What follows belongs to an exercise in optimizing a design on an open flow for small area, a short achievable clock period and few clock cycles; a production flow would make more cautious choices. The RTL of this run was laid out without a check of its function. Power is estimated from default activity; no workload was simulated.

==> flow/design.v <==
module block (
	input             clk,
	input      [7:0]  a,
	input      [7:0]  b,
	input             first,
	output reg [20:0] s,
	output reg [20:0] c
);
	wire [63:0] pp;
	wire [20:0] si = first ? 21'd0 : s;
	wire [20:0] ci = first ? 21'd0 : c;
	genvar i;
	generate for (i = 0; i < 64; i = i + 1) begin : g_pp
		assign pp[i] = a[i / 8] & b[i % 8];
	end endgenerate
	wire ts0;
	wire tc0;
	wire ts1;
	wire tc1;
	wire ts2;
	wire tc2;
	wire ts3;
	wire tc3;
	wire ts4;
	wire tc4;
	wire ts5;
	wire tc5;
	wire ts6;
	wire tc6;
	wire ts7;
	wire tc7;
	wire ts8;
	wire tc8;
	wire ts9;
	wire tc9;
	wire ts10;
	wire tc10;
	wire ts11;
	wire tc11;
	wire ts12;
	wire tc12;
	wire ts13;
	wire tc13;
	wire ts14;
	wire tc14;
	wire ts15;
	wire tc15;
	wire ts16;
	wire tc16;
	wire ts17;
	wire tc17;
	wire ts18;
	wire tc18;
	wire ts19;
	wire tc19;
	wire ts20;
	wire tc20;
	wire ts21;
	wire tc21;
	wire ts22;
	wire tc22;
	wire ts23;
	wire tc23;
	wire ts24;
	wire tc24;
	wire ts25;
	wire tc25;
	wire ts26;
	wire tc26;
	wire ts27;
	wire tc27;
	wire ts28;
	wire tc28;
	wire ts29;
	wire tc29;
	wire ts30;
	wire tc30;
	wire ts31;
	wire tc31;
	wire ts32;
	wire tc32;
	wire ts33;
	wire tc33;
	wire ts34;
	wire tc34;
	wire ts35;
	wire tc35;
	wire ts36;
	wire tc36;
	wire ts37;
	wire tc37;
	wire ts38;
	wire tc38;
	wire ts39;
	wire tc39;
	wire ts40;
	wire tc40;
	wire ts41;
	wire tc41;
	wire ts42;
	wire tc42;
	wire ts43;
	wire tc43;
	wire ts44;
	wire tc44;
	wire ts45;
	wire tc45;
	wire ts46;
	wire tc46;
	wire ts47;
	wire tc47;
	wire ts48;
	wire tc48;
	wire ts49;
	wire tc49;
	wire ts50;
	wire tc50;
	wire ts51;
	wire tc51;
	wire ts52;
	wire tc52;
	wire ts53;
	wire tc53;
	wire ts54;
	wire tc54;
	wire ts55;
	wire tc55;
	wire ts56;
	wire tc56;
	wire ts57;
	wire tc57;
	wire ts58;
	wire tc58;
	wire ts59;
	wire tc59;
	wire ts60;
	wire tc60;
	wire ts61;
	wire tc61;
	wire ts62;
	wire tc62;
	wire ts63;
	wire tc63;
	wire ts64;
	wire tc64;
	wire ts65;
	wire tc65;
	wire ts66;
	wire tc66;
	wire ts67;
	wire tc67;
	wire ts68;
	wire tc68;
	wire ts69;
	wire tc69;
	wire ts70;
	wire tc70;
	wire ts71;
	wire tc71;
	wire ts72;
	wire tc72;
	wire ts73;
	wire tc73;
	wire ts74;
	wire tc74;
	wire ts75;
	wire tc75;
	wire ts76;
	wire tc76;
	assign ts0 = pp[7] ^ pp[14];
	assign tc0 = pp[7] & pp[14];
	assign ts1 = pp[15] ^ pp[22];
	assign tc1 = pp[15] & pp[22];
	assign ts2 = pp[4] ^ pp[11];
	assign tc2 = pp[4] & pp[11];
	assign ts3 = pp[5] ^ pp[12] ^ pp[19];
	assign tc3 = (pp[5] & pp[12]) | (pp[5] & pp[19]) | (pp[12] & pp[19]);
	assign ts4 = pp[26] ^ pp[33];
	assign tc4 = pp[26] & pp[33];
	assign ts5 = pp[6] ^ pp[13] ^ pp[20];
	assign tc5 = (pp[6] & pp[13]) | (pp[6] & pp[20]) | (pp[13] & pp[20]);
	assign ts6 = pp[27] ^ pp[34] ^ pp[41];
	assign tc6 = (pp[27] & pp[34]) | (pp[27] & pp[41]) | (pp[34] & pp[41]);
	assign ts7 = pp[48] ^ si[6];
	assign tc7 = pp[48] & si[6];
	assign ts8 = pp[21] ^ pp[28] ^ pp[35];
	assign tc8 = (pp[21] & pp[28]) | (pp[21] & pp[35]) | (pp[28] & pp[35]);
	assign ts9 = pp[42] ^ pp[49] ^ pp[56];
	assign tc9 = (pp[42] & pp[49]) | (pp[42] & pp[56]) | (pp[49] & pp[56]);
	assign ts10 = si[7] ^ ci[7] ^ ts0;
	assign tc10 = (si[7] & ci[7]) | (si[7] & ts0) | (ci[7] & ts0);
	assign ts11 = pp[29] ^ pp[36] ^ pp[43];
	assign tc11 = (pp[29] & pp[36]) | (pp[29] & pp[43]) | (pp[36] & pp[43]);
	assign ts12 = pp[50] ^ pp[57] ^ si[8];
	assign tc12 = (pp[50] & pp[57]) | (pp[50] & si[8]) | (pp[57] & si[8]);
	assign ts13 = ci[8] ^ ts1 ^ tc0;
	assign tc13 = (ci[8] & ts1) | (ci[8] & tc0) | (ts1 & tc0);
	assign ts14 = pp[23] ^ pp[30] ^ pp[37];
	assign tc14 = (pp[23] & pp[30]) | (pp[23] & pp[37]) | (pp[30] & pp[37]);
	assign ts15 = pp[44] ^ pp[51] ^ pp[58];
	assign tc15 = (pp[44] & pp[51]) | (pp[44] & pp[58]) | (pp[51] & pp[58]);
	assign ts16 = si[9] ^ ci[9] ^ tc1;
	assign tc16 = (si[9] & ci[9]) | (si[9] & tc1) | (ci[9] & tc1);
	assign ts17 = pp[31] ^ pp[38] ^ pp[45];
	assign tc17 = (pp[31] & pp[38]) | (pp[31] & pp[45]) | (pp[38] & pp[45]);
	assign ts18 = pp[52] ^ pp[59] ^ si[10];
	assign tc18 = (pp[52] & pp[59]) | (pp[52] & si[10]) | (pp[59] & si[10]);
	assign ts19 = pp[39] ^ pp[46] ^ pp[53];
	assign tc19 = (pp[39] & pp[46]) | (pp[39] & pp[53]) | (pp[46] & pp[53]);
	assign ts20 = pp[2] ^ pp[9];
	assign tc20 = pp[2] & pp[9];
	assign ts21 = pp[3] ^ pp[10] ^ pp[17];
	assign tc21 = (pp[3] & pp[10]) | (pp[3] & pp[17]) | (pp[10] & pp[17]);
	assign ts22 = pp[24] ^ si[3];
	assign tc22 = pp[24] & si[3];
	assign ts23 = pp[18] ^ pp[25] ^ pp[32];
	assign tc23 = (pp[18] & pp[25]) | (pp[18] & pp[32]) | (pp[25] & pp[32]);
	assign ts24 = si[4] ^ ci[4] ^ ts2;
	assign tc24 = (si[4] & ci[4]) | (si[4] & ts2) | (ci[4] & ts2);
	assign ts25 = pp[40] ^ si[5] ^ ci[5];
	assign tc25 = (pp[40] & si[5]) | (pp[40] & ci[5]) | (si[5] & ci[5]);
	assign ts26 = ts3 ^ ts4 ^ tc2;
	assign tc26 = (ts3 & ts4) | (ts3 & tc2) | (ts4 & tc2);
	assign ts27 = ci[6] ^ ts5 ^ ts6;
	assign tc27 = (ci[6] & ts5) | (ci[6] & ts6) | (ts5 & ts6);
	assign ts28 = ts7 ^ tc3 ^ tc4;
	assign tc28 = (ts7 & tc3) | (ts7 & tc4) | (tc3 & tc4);
	assign ts29 = ts8 ^ ts9 ^ ts10;
	assign tc29 = (ts8 & ts9) | (ts8 & ts10) | (ts9 & ts10);
	assign ts30 = tc5 ^ tc6 ^ tc7;
	assign tc30 = (tc5 & tc6) | (tc5 & tc7) | (tc6 & tc7);
	assign ts31 = ts11 ^ ts12 ^ ts13;
	assign tc31 = (ts11 & ts12) | (ts11 & ts13) | (ts12 & ts13);
	assign ts32 = tc8 ^ tc9 ^ tc10;
	assign tc32 = (tc8 & tc9) | (tc8 & tc10) | (tc9 & tc10);
	assign ts33 = ts14 ^ ts15 ^ ts16;
	assign tc33 = (ts14 & ts15) | (ts14 & ts16) | (ts15 & ts16);
	assign ts34 = tc11 ^ tc12 ^ tc13;
	assign tc34 = (tc11 & tc12) | (tc11 & tc13) | (tc12 & tc13);
	assign ts35 = ci[10] ^ ts17 ^ ts18;
	assign tc35 = (ci[10] & ts17) | (ci[10] & ts18) | (ts17 & ts18);
	assign ts36 = tc14 ^ tc15 ^ tc16;
	assign tc36 = (tc14 & tc15) | (tc14 & tc16) | (tc15 & tc16);
	assign ts37 = pp[60] ^ si[11] ^ ci[11];
	assign tc37 = (pp[60] & si[11]) | (pp[60] & ci[11]) | (si[11] & ci[11]);
	assign ts38 = ts19 ^ tc17 ^ tc18;
	assign tc38 = (ts19 & tc17) | (ts19 & tc18) | (tc17 & tc18);
	assign ts39 = pp[47] ^ pp[54] ^ pp[61];
	assign tc39 = (pp[47] & pp[54]) | (pp[47] & pp[61]) | (pp[54] & pp[61]);
	assign ts40 = si[12] ^ ci[12] ^ tc19;
	assign tc40 = (si[12] & ci[12]) | (si[12] & tc19) | (ci[12] & tc19);
	assign ts41 = pp[55] ^ pp[62] ^ si[13];
	assign tc41 = (pp[55] & pp[62]) | (pp[55] & si[13]) | (pp[62] & si[13]);
	assign ts42 = pp[1] ^ pp[8];
	assign tc42 = pp[1] & pp[8];
	assign ts43 = pp[16] ^ si[2] ^ ci[2];
	assign tc43 = (pp[16] & si[2]) | (pp[16] & ci[2]) | (si[2] & ci[2]);
	assign ts44 = ci[3] ^ ts21 ^ ts22;
	assign tc44 = (ci[3] & ts21) | (ci[3] & ts22) | (ts21 & ts22);
	assign ts45 = ts23 ^ ts24 ^ tc21;
	assign tc45 = (ts23 & ts24) | (ts23 & tc21) | (ts24 & tc21);
	assign ts46 = ts25 ^ ts26 ^ tc23;
	assign tc46 = (ts25 & ts26) | (ts25 & tc23) | (ts26 & tc23);
	assign ts47 = ts27 ^ ts28 ^ tc25;
	assign tc47 = (ts27 & ts28) | (ts27 & tc25) | (ts28 & tc25);
	assign ts48 = ts29 ^ ts30 ^ tc27;
	assign tc48 = (ts29 & ts30) | (ts29 & tc27) | (ts30 & tc27);
	assign ts49 = ts31 ^ ts32 ^ tc29;
	assign tc49 = (ts31 & ts32) | (ts31 & tc29) | (ts32 & tc29);
	assign ts50 = ts33 ^ ts34 ^ tc31;
	assign tc50 = (ts33 & ts34) | (ts33 & tc31) | (ts34 & tc31);
	assign ts51 = ts35 ^ ts36 ^ tc33;
	assign tc51 = (ts35 & ts36) | (ts35 & tc33) | (ts36 & tc33);
	assign ts52 = ts37 ^ ts38 ^ tc35;
	assign tc52 = (ts37 & ts38) | (ts37 & tc35) | (ts38 & tc35);
	assign ts53 = ts39 ^ ts40 ^ tc37;
	assign tc53 = (ts39 & ts40) | (ts39 & tc37) | (ts40 & tc37);
	assign ts54 = ci[13] ^ ts41 ^ tc39;
	assign tc54 = (ci[13] & ts41) | (ci[13] & tc39) | (ts41 & tc39);
	assign ts55 = pp[63] ^ si[14] ^ ci[14];
	assign tc55 = (pp[63] & si[14]) | (pp[63] & ci[14]) | (si[14] & ci[14]);
	assign ts56 = pp[0] ^ si[0];
	assign tc56 = pp[0] & si[0];
	assign ts57 = si[1] ^ ci[1] ^ ts42;
	assign tc57 = (si[1] & ci[1]) | (si[1] & ts42) | (ci[1] & ts42);
	assign ts58 = ts20 ^ ts43 ^ tc42;
	assign tc58 = (ts20 & ts43) | (ts20 & tc42) | (ts43 & tc42);
	assign ts59 = tc20 ^ ts44 ^ tc43;
	assign tc59 = (tc20 & ts44) | (tc20 & tc43) | (ts44 & tc43);
	assign ts60 = tc22 ^ ts45 ^ tc44;
	assign tc60 = (tc22 & ts45) | (tc22 & tc44) | (ts45 & tc44);
	assign ts61 = tc24 ^ ts46 ^ tc45;
	assign tc61 = (tc24 & ts46) | (tc24 & tc45) | (ts46 & tc45);
	assign ts62 = tc26 ^ ts47 ^ tc46;
	assign tc62 = (tc26 & ts47) | (tc26 & tc46) | (ts47 & tc46);
	assign ts63 = tc28 ^ ts48 ^ tc47;
	assign tc63 = (tc28 & ts48) | (tc28 & tc47) | (ts48 & tc47);
	assign ts64 = tc30 ^ ts49 ^ tc48;
	assign tc64 = (tc30 & ts49) | (tc30 & tc48) | (ts49 & tc48);
	assign ts65 = tc32 ^ ts50 ^ tc49;
	assign tc65 = (tc32 & ts50) | (tc32 & tc49) | (ts50 & tc49);
	assign ts66 = tc34 ^ ts51 ^ tc50;
	assign tc66 = (tc34 & ts51) | (tc34 & tc50) | (ts51 & tc50);
	assign ts67 = tc36 ^ ts52 ^ tc51;
	assign tc67 = (tc36 & ts52) | (tc36 & tc51) | (ts52 & tc51);
	assign ts68 = tc38 ^ ts53 ^ tc52;
	assign tc68 = (tc38 & ts53) | (tc38 & tc52) | (ts53 & tc52);
	assign ts69 = tc40 ^ ts54 ^ tc53;
	assign tc69 = (tc40 & ts54) | (tc40 & tc53) | (ts54 & tc53);
	assign ts70 = tc41 ^ ts55 ^ tc54;
	assign tc70 = (tc41 & ts55) | (tc41 & tc54) | (ts55 & tc54);
	assign ts71 = si[15] ^ ci[15] ^ tc55;
	assign tc71 = (si[15] & ci[15]) | (si[15] & tc55) | (ci[15] & tc55);
	assign ts72 = si[16] ^ ci[16];
	assign tc72 = si[16] & ci[16];
	assign ts73 = si[17] ^ ci[17];
	assign tc73 = si[17] & ci[17];
	assign ts74 = si[18] ^ ci[18];
	assign tc74 = si[18] & ci[18];
	assign ts75 = si[19] ^ ci[19];
	assign tc75 = si[19] & ci[19];
	assign ts76 = si[20] ^ ci[20];
	assign tc76 = si[20] & ci[20];
	always @(posedge clk) begin
		s <= {ts76, ts75, ts74, ts73, ts72, ts71, ts70, ts69, ts68, ts67, ts66, ts65, ts64, ts63, ts62, ts61, ts60, ts59, ts58, ts57, ci[0]};
		c <= {tc75, tc74, tc73, tc72, tc71, tc70, tc69, tc68, tc67, tc66, tc65, tc64, tc63, tc62, tc61, tc60, tc59, tc58, tc57, tc56, ts56};
	end
endmodule
module systolic_array (
	input          clk,
	input  [31:0]  a_word,      
	input  [31:0]  b_word,      
	input  [3:0]   first,       
	output [167:0] row0,        
	output [167:0] row1,
	output [167:0] row2,
	output [167:0] row3
);
	reg [31:0] b1, b2, b3;
	reg [7:0]  a1_0;
	reg [7:0]  a2_0, a2_1;
	reg [7:0]  a3_0, a3_1, a3_2;
	always @(posedge clk) begin
		b1 <= b_word;
		b2 <= b1;
		b3 <= b2;
		a1_0 <= a_word[23:16];
		a2_0 <= a_word[15:8];
		a2_1 <= a2_0;
		a3_0 <= a_word[7:0];
		a3_1 <= a3_0;
		a3_2 <= a3_1;
	end
	wire [7:0]  ar [0:3];
	wire [31:0] br [0:3];
	assign ar[0] = a_word[31:24];
	assign ar[1] = a1_0;
	assign ar[2] = a2_1;
	assign ar[3] = a3_2;
	assign br[0] = b_word;
	assign br[1] = b1;
	assign br[2] = b2;
	assign br[3] = b3;
	wire [83:0] rs [0:3];
	wire [83:0] rc [0:3];
	genvar r, c;
	generate
		for (r = 0; r < 4; r = r + 1) begin : g_row
			for (c = 0; c < 4; c = c + 1) begin : g_col
				block P (
					.clk(clk),
					.a(ar[r]),
					.b(br[r][31-8*c -: 8]),
					.first(first[r]),
					.s(rs[r][83-21*c -: 21]),
					.c(rc[r][83-21*c -: 21])
				);
			end
		end
	endgenerate
	assign row0 = {rs[0], rc[0]};
	assign row1 = {rs[1], rc[1]};
	assign row2 = {rs[2], rc[2]};
	assign row3 = {rs[3], rc[3]};
endmodule
module TPU_fsm (
	input             clk,
	input             rst_n,
	input             in_valid,
	input      [7:0]  K,
	input      [7:0]  M,
	input      [7:0]  N,
	output reg        busy,
	output reg [7:0]  A_idx,
	output reg [7:0]  B_idx,
	output reg        fetch_v,      
	output     [3:0]  first_row,    
	output     [3:0]  wr_row,       
	output reg [7:0]  C_idx
);
	reg        act;
	reg [4:0]  k, Km1, Kpm1;
	reg [2:0]  mb, nb, MBm1, NBm1;
	reg [5:0]  Kr, Mr;
	reg [7:0]  abase, bbase;
	reg [4:0]  first_c;    
	reg [5:0]  last_c;
	reg [6:0]  fin_c;
	wire start    = in_valid & ~busy;
	wire tile_end = (k == Kpm1);
	wire mb_end   = (mb == MBm1);
	wire nb_end   = (nb == NBm1);
	reg [4:0]  k_n;
	reg [2:0]  mb_n, nb_n;
	reg [7:0]  a_n, b_n, abase_n, bbase_n;
	always @(*) begin
		k_n = k + 5'd1;
		mb_n = mb;
		nb_n = nb;
		a_n = A_idx + 8'd1;
		b_n = B_idx + 8'd1;
		abase_n = abase;
		bbase_n = bbase;
		if (tile_end) begin
			k_n = 5'd0;
			if (!mb_end) begin
				mb_n = mb + 3'd1;
				abase_n = abase + {2'b0, Kr};
				a_n = abase_n;
				b_n = bbase;
			end else begin
				mb_n = 3'd0;
				nb_n = nb + 3'd1;
				abase_n = 8'd0;
				a_n = 8'd0;
				bbase_n = bbase + {2'b0, Kr};
				b_n = bbase_n;
			end
		end
	end
	wire last_n = (k_n == Km1);
	wire fin_n  = last_n & (mb_n == MBm1) & (nb_n == NBm1);
	wire [4:0] Kin_m1 = K[4:0] - 5'd1;
	always @(posedge clk) begin
		if (!rst_n) begin
			act <= 1'b0;
			busy <= 1'b0;
			fetch_v <= 1'b0;
			first_c[0] <= 1'b0;
			last_c[0] <= 1'b0;
			fin_c[0] <= 1'b0;
		end else if (start) begin
			act <= 1'b1;
			busy <= 1'b1;
			k <= 5'd0;
			mb <= 3'd0;
			nb <= 3'd0;
			Km1 <= Kin_m1;
			Kpm1 <= (K < 8'd4) ? 5'd3 : Kin_m1;
			MBm1 <= (M - 8'd1) >> 2;
			NBm1 <= (N - 8'd1) >> 2;
			Kr <= K[5:0];
			Mr <= M[5:0];
			abase <= 8'd0;
			bbase <= 8'd0;
			A_idx <= 8'd0;
			B_idx <= 8'd0;
			fetch_v <= 1'b1;
			first_c[0] <= 1'b1;
			last_c[0] <= (K == 8'd1);
			fin_c[0] <= (K == 8'd1) & (M <= 8'd4) & (N <= 8'd4);
		end else begin
			if (fin_c[6])
				busy <= 1'b0;
			if (act) begin
				if (tile_end & mb_end & nb_end) begin
					act <= 1'b0;
					fetch_v <= 1'b0;
					first_c[0] <= 1'b0;
					last_c[0] <= 1'b0;
					fin_c[0] <= 1'b0;
				end else begin
					k <= k_n;
					mb <= mb_n;
					nb <= nb_n;
					abase <= abase_n;
					bbase <= bbase_n;
					A_idx <= a_n;
					B_idx <= b_n;
					fetch_v <= (k_n <= Km1);
					first_c[0] <= (k_n == 5'd0);
					last_c[0] <= last_n;
					fin_c[0] <= fin_n;
				end
			end else begin
				fetch_v <= 1'b0;
				first_c[0] <= 1'b0;
				last_c[0] <= 1'b0;
				fin_c[0] <= 1'b0;
			end
		end
	end
	always @(posedge clk) begin
		if (!rst_n) begin
			last_c[5:1] <= 5'd0;
			fin_c[6:1] <= 6'd0;
		end else begin
			last_c[5:1] <= last_c[4:0];
			fin_c[6:1] <= fin_c[5:0];
		end
		first_c[4:1] <= first_c[3:0];
	end
	assign first_row = first_c[4:1];
	assign wr_row    = last_c[5:2];
	reg [7:0] cbn, cbnb;
	reg [2:0] wmb;
	always @(posedge clk) begin
		if (start) begin
			cbn <= 8'd0;
			cbnb <= 8'd0;
			wmb <= 3'd0;
		end else if (last_c[2]) begin
			if (wmb == MBm1) begin
				wmb <= 3'd0;
				cbnb <= cbnb + {2'b0, Mr};
				cbn <= cbnb + {2'b0, Mr};
			end else begin
				wmb <= wmb + 3'd1;
				cbn <= cbn + 8'd4;
			end
		end
		C_idx <= last_c[2] ? cbn : C_idx + 8'd1;
	end
endmodule
module TPU (
	clk,
	rst_n,
	in_valid,
	K,
	M,
	N,
	busy,
	A_index,
	A_data_out,
	B_index,
	B_data_out,
	C_wr_en,
	C_index,
	C_data_in
);
input            clk;
input            rst_n;
input            in_valid;
input  [7:0]     K;
input  [7:0]     M;
input  [7:0]     N;
output           busy;
output [15:0]    A_index;
input  [31:0]    A_data_out;
output [15:0]    B_index;
input  [31:0]    B_data_out;
output reg       C_wr_en;
output [15:0]    C_index;
output [127:0]   C_data_in;
wire [7:0] A_idx, B_idx, C_idx;
wire       fetch_v;
wire [3:0] first_row, wr_row;
TPU_fsm ctrl (
	.clk(clk),
	.rst_n(rst_n),
	.in_valid(in_valid),
	.K(K),
	.M(M),
	.N(N),
	.busy(busy),
	.A_idx(A_idx),
	.B_idx(B_idx),
	.fetch_v(fetch_v),
	.first_row(first_row),
	.wr_row(wr_row),
	.C_idx(C_idx)
);
assign A_index = {8'd0, A_idx};
assign B_index = {8'd0, B_idx};
assign C_index = {8'd0, C_idx};
reg [31:0] a_word, b_word;
always @(posedge clk) begin
	a_word <= fetch_v ? A_data_out : 32'd0;
	b_word <= B_data_out;
end
wire [167:0] row0, row1, row2, row3;
systolic_array sa (
	.clk(clk),
	.a_word(a_word),
	.b_word(b_word),
	.first(first_row),
	.row0(row0),
	.row1(row1),
	.row2(row2),
	.row3(row3)
);
wire [167:0] sel = ({168{wr_row[0]}} & row0) | ({168{wr_row[1]}} & row1) |
                   ({168{wr_row[2]}} & row2) | ({168{wr_row[3]}} & row3);
reg [83:0] c_row;
always @(posedge clk) begin
	if (!rst_n)
		C_wr_en <= 1'b0;
	else
		C_wr_en <= |wr_row;
	c_row[83:63] <= sel[167:147] + sel[83:63];
	c_row[62:42] <= sel[146:126] + sel[62:42];
	c_row[41:21] <= sel[125:105] + sel[41:21];
	c_row[20:0]  <= sel[104:84]  + sel[20:0];
end
assign C_data_in = {11'd0, c_row[83:63], 11'd0, c_row[62:42],
                    11'd0, c_row[41:21], 11'd0, c_row[20:0]};
endmodule
==> flow/run.sh <==
#!/bin/bash
# synth_recipe.tcl (not shown) runs the flow's synth.tcl, then flattens the netlist and writes it again
# the make line also repeats each setting of config.mk as NAME=value (left out here)
make -C /OpenROAD-flow-scripts/flow DESIGN_CONFIG=/design/flow/config.mk WORK_HOME=/design/flow/orfs CLKGATE_MAP_FILE= SYNTH_SCRIPT=/design/flow/synth_recipe.tcl finish
==> flow/config.mk <==
export PLATFORM = sky130hd
export DESIGN_NAME = TPU
export DESIGN_NICKNAME = TPU
export VERILOG_FILES = /design/flow/design.v
export SDC_FILE = /design/flow/constraint.sdc
export NUM_CORES = 4
export LEC_CHECK = 0
export ABC_CLOCK_PERIOD_IN_PS = 3000
export CAP_MARGIN = 20
export CORE_MARGIN = 2
export CORE_UTILIZATION = 40
export SETUP_SLACK_MARGIN = 5
export SLEW_MARGIN = 20
==> flow/constraint.sdc <==
create_clock -name core_clock -period 10.0 [get_ports {clk}]
set_input_delay 2.0000 -clock core_clock [delete_from_list [all_inputs] [get_ports {clk}]]
set_output_delay 2.0000 -clock core_clock [all_outputs]
set_load 0.01 [all_outputs]
==> impl_metrics.csv <==
group,metric,value,unit
worst_hold_path,hold_class,"reg -> reg",
synth,synth_adder_area_share,34.72,%
critical_path,crit_path_end_kind,"flip-flop",
detailed_routing,ant_nets,0,
die,fp.dieW,422.6,µm
timing,finalSetupViolCount,0,
cells_and_area,drive_above_1_share,4.304,%
timing,setup-tns-final,0,ns
die,core_area,174000,µm²
critical_path,critPathTopFamily,"compound AO/OA/AOI/OAI gates",
global_route,grtUsageTotal,21.55,%
timing,skew,0.03928,ns
synth,yosys.area_share.simple,17.06,%
clock_tree,clockBufferDepth,3,
timing,tightest_slew,1.147,ns
critical_path,cp_slowest_cell,"buf_4",
clock_tree,post-cts-setup-buffers,0,
timing,clock.fmax,211.2,MHz
synth,postSynth.asyncResetShare,0,%
detailed_routing,routed_wl,188900,µm
timing,final-max-slew-violation-count,0,
global_route,antenna_found_initial,19,
clock_tree,cts_root_buffer,"clkbuf_16",
die,die_h,422.6,µm
clock_tree,clock_latency,0.80,ns
critical_path,crit_end,"c_row[62]",
critical_path,r2r_start,"ctrl.last_c[3]",
synth,synthCells,6800,
global_route,grt_first_pass_wirelength,296100,µm
critical_path,required,10.70,ns
pwr,p_total,0.01596,W
flow_run,maxCapViolCount,0,
synth,ys_seq_area_share,31.97,%
timing,max_slew_margin,23.52,%
timing,hold_viol,0,
synth,synth-compound-area-share,6.189,%
detailed_routing,viasPerCell,4.964,
global_route,grt_max_degree,89,
synth,synth_top_family_by_area,"adder cells",
global_route,grt_pass1_vias,50040,
critical_path,critPathLaunch,"ctrl.last_c[3]",
critical_path,r2r_slack,5.27,ns
critical_path,crit_type,"reg -> reg",
critical_path,crit_arrival,5.43,ns
critical_path,path_cells,"buf_12 > buf_4 > a22oi_1 > nand2_1 > ha_1 > inv_1 > fa_1 > nor2b_1 > o21ai_0 > a21boi_0 > o211ai_1 > a2111o_1 > nand4_1 > a2111oi_0 > a211oi_1",
detailed_routing,first_pass_iters,6,
synth,synth_cell_types,66,
detailed_routing,drc_errors,0,
timing,finalCritPeriodShare,47.34,%
synth,synth_edf_count,71,
timing,finalCriticalPeriod,4.734,ns
clock_tree,cts_tree,"yes",
critical_path,rr_worst_depth,15,
die,start_util,40.28,%
synth,yosys_warnings,4,
cells_and_area,fin_nets,8343,
cells_and_area,final_common_cell,"inv_1",
pwr,leakage,36.21,nW
cells_and_area,final_cell_mix,"inv_1, fa_1, dfxtp_1",
timing,grt_setup_unrepaired,"no",
clock_tree,htree_levels,4,
placed_design,gp_congestion,0.8772,
pwr,ir_drop,0.0001996,V
critical_path,timing.rr.end,"c_row[62]",
clock_tree,cts_sinks,1084,
run_status,outcome,"complete, no violations",
synth,synth-xor-area-share,1.912,%
critical_path,path_buf_inv,3,
detailed_routing,num_vias,46390,
clock_tree,cts_buffers,131,
synth,netlist_area,70090,µm²
synth,synthMuxAreaShare,0.2035,%
placed_design,hpwl,136200,µm
die,io_pins,269,
detailed_routing,wire_per_inst,20.21,µm
synth,synth_ff_type,"dfxtp_1",
cells_and_area,area_growth,12.42,%
synth,ys_ff_latch,1084,
pwr,p_per_area,202.6,nW/µm²
critical_path,crit_path_max_fanout,83,
clock_tree,clk_pin_slew,0.06,ns
die,rows,153,
critical_path,cp.depth,15,
synth,avgSynthCellArea,10.31,µm²
detailed_routing,drt_iter0_drc,3120,
placed_design,io_buffers,200,
critical_path,critPathLaunchType,"flip-flop",
global_route,grt_overflow,0,
critical_path,worst_path_largest_cell_delay,0.78,ns
die,die-area,178600,µm²
## Yosys cell counts, drive strengths merged, types with 4 or more instances
library cell | instances | area share [%]
o21a | 15 | 0.16
nor2 | 119 | 0.64
a21o | 24 | 0.26
a221oi | 8 | 0.10
and3 | 16 | 0.14
o21ai | 46 | 0.33
nor3 | 30 | 0.21
nor2b | 478 | 4.3
edfxtp | 71 | 3.0
xnor2 | 103 | 1.3
a22oi | 324 | 3.5
a31oi | 8 | 0.071
a21boi | 5 | 0.054
a211oi | 24 | 0.26
o31ai | 9 | 0.11
xor2 | 50 | 0.62
fa | 1015 | 29
nand4 | 10 | 0.089
or2 | 7 | 0.062
buf | 75 | 0.77
a21oi | 88 | 0.63
nand3 | 28 | 0.20
o21bai | 17 | 0.18
o211ai | 8 | 0.086
clkbuf | 262 | 1.4
inv | 1076 | 5.8
dfxtp | 1013 | 29
or3 | 10 | 0.089
nand3b | 5 | 0.054
ha | 321 | 5.7
and2 | 730 | 6.5
nand2 | 558 | 3.0
a311oi | 5 | 0.080
mux2i | 12 | 0.17
nor4 | 4 | 0.036
a22o | 8 | 0.10
nand2b | 189 | 1.7
## worst min-delay path by stage
stage                     from  slack (ns)               to  cells after the start
2_1_floorplan  ctrl.first_c[0]        0.31  ctrl.first_c[1]                      0
3_3_place_gp        a_word[21]        0.31       sa.a1_0[5]                      0
3_5_place_dp        sa.a3_1[4]        0.31       sa.a3_2[4]                      0
4_1_cts              a_word[8]        0.31       sa.a2_0[0]                      0
5_1_grt              a_word[3]        0.32       sa.a3_0[3]                      0
6_report             a_word[8]        0.32       sa.a2_0[0]                      0
## worst reg2reg max path: cells and delay by family (launching register included)
kind | cells | cell delay, ns
AO/OA/AOI/OAI | 7 | 1.75
adder cells (fa/ha/maj) | 2 | 0.59
buffers and inverters | 3 | 1.20
flip-flops | 1 | 0.70
AND/OR/NAND/NOR | 3 | 0.41
## power by group
group / switching, W / internal [W] / total, W / leakage [nW]
Sequential: 0.000773 / 0.00531 / 0.00608 / 9.02
Combinational: 0.00277 / 0.00203 / 0.00479 / 25.0
Clock: 0.00206 / 0.00303 / 0.00509 / 2.23
Total: 0.00560 / 0.0104 / 0.0160 / 36.2
## registers in the layout, summed over array words and instances, names as in the netlist, 7 cells and up
register / count
sa.g_row.g_col.P.c: 336
sa.g_row.g_col.P.s: 336
c_row: 84
a_word: 32
b_word: 32
sa.b1: 32
sa.b2: 32
sa.b3: 32
ctrl.A_idx: 8
ctrl.B_idx: 8
ctrl.C_idx: 8
ctrl.abase: 8
ctrl.bbase: 8
ctrl.cbn: 8
ctrl.cbnb: 8
sa.a1_0: 8
sa.a2_0: 8
sa.a2_1: 8
sa.a3_0: 8
sa.a3_1: 8
sa.a3_2: 8
ctrl.fin_c: 7
## metal layers
metal	GRT usage [%]	up-vias	share of wire, %
met1	29.41	23790	44
met3	3.431	290	5.8
li1	-	21000	-
met4	7.244	8	3.1
met2	34.84	1302	47
met5	0	-	0.032
## what timing repair did
action / 4_1_cts / 5_1_grt
endpoints found under the setup margin: 0 / 2
hold buffers: 0 / 0
resized for setup: 0 / 1
hold endpoints to repair: 0 / 0
## stage by stage
| step | hold WS, ns | area (µm²) | setup WS, ns | instances | util [%] |
|---|---|---|---|---|---|
| 2_1_floorplan | 0.3096 | 70340 | 6.269 | 6867 | - |
| 3_3_place_gp | 0.3111 | 74170 | 5.139 | 9106 | 42.62 |
| 3_5_place_dp | 0.3120 | 74170 | 5.157 | 9106 | 42.62 |
| 4_1_cts | 0.3129 | 78750 | 5.100 | 9339 | 45.25 |
| 5_1_grt | 0.3226 | 78790 | 5.011 | 9341 | 45.28 |
| 6_report | 0.3166 | 78800 | 5.266 | 9346 | 45.28 |
## cell type report
cell class                      instances  area, µm²
Multi-Input combinational cell       4370      42380
Antenna cell                            5      12.51
Fill cell                           16310      95210
Clock buffer                          172       3664
Inverter                             1076       4039
Timing Repair Buffer                  253       2424
Sequential cell                      1084      22460
Clock inverter                         61      913.4
Tap cell                             2325       2909
## cells by family after synthesis
family | after synthesis
compound gates | 608
xor+xnor | 153
fa+ha+maj | 1336
buf+inv | 1413
flops | 1084
mux | 14
other cells | 1
simple gates | 2191

[separate check: timing with driven ports]
Ports are ideal in the flow. The routed layout listed here was re-timed in OpenROAD. Step 1 sets driving cells, clkbuf_16 on the clock port and buf_2 on the other inputs (assumed; they add their load-dependent delay and slew). Step 2, shift: input delay + t, output delay - t, t = (earliest + latest rising clock arrival at the registers) / 2. This alone moves slack from input paths to output paths. Three values: no drivers, after step 1, after step 2; two values: the first two.
t, ns: 0.867
setup slack, ns: 5.266 / 5.266 / 5.266
hold slack, ns: 0.317 / 0.317 / 0.317
worst data-port slew with drivers (ns): 0.12
cell pins on the clock port's net: 1
After both steps this run still meets setup and hold. For this run, drivers alone change the setup slack by 0.000 ns; drivers and shift together by 0.000 ns.
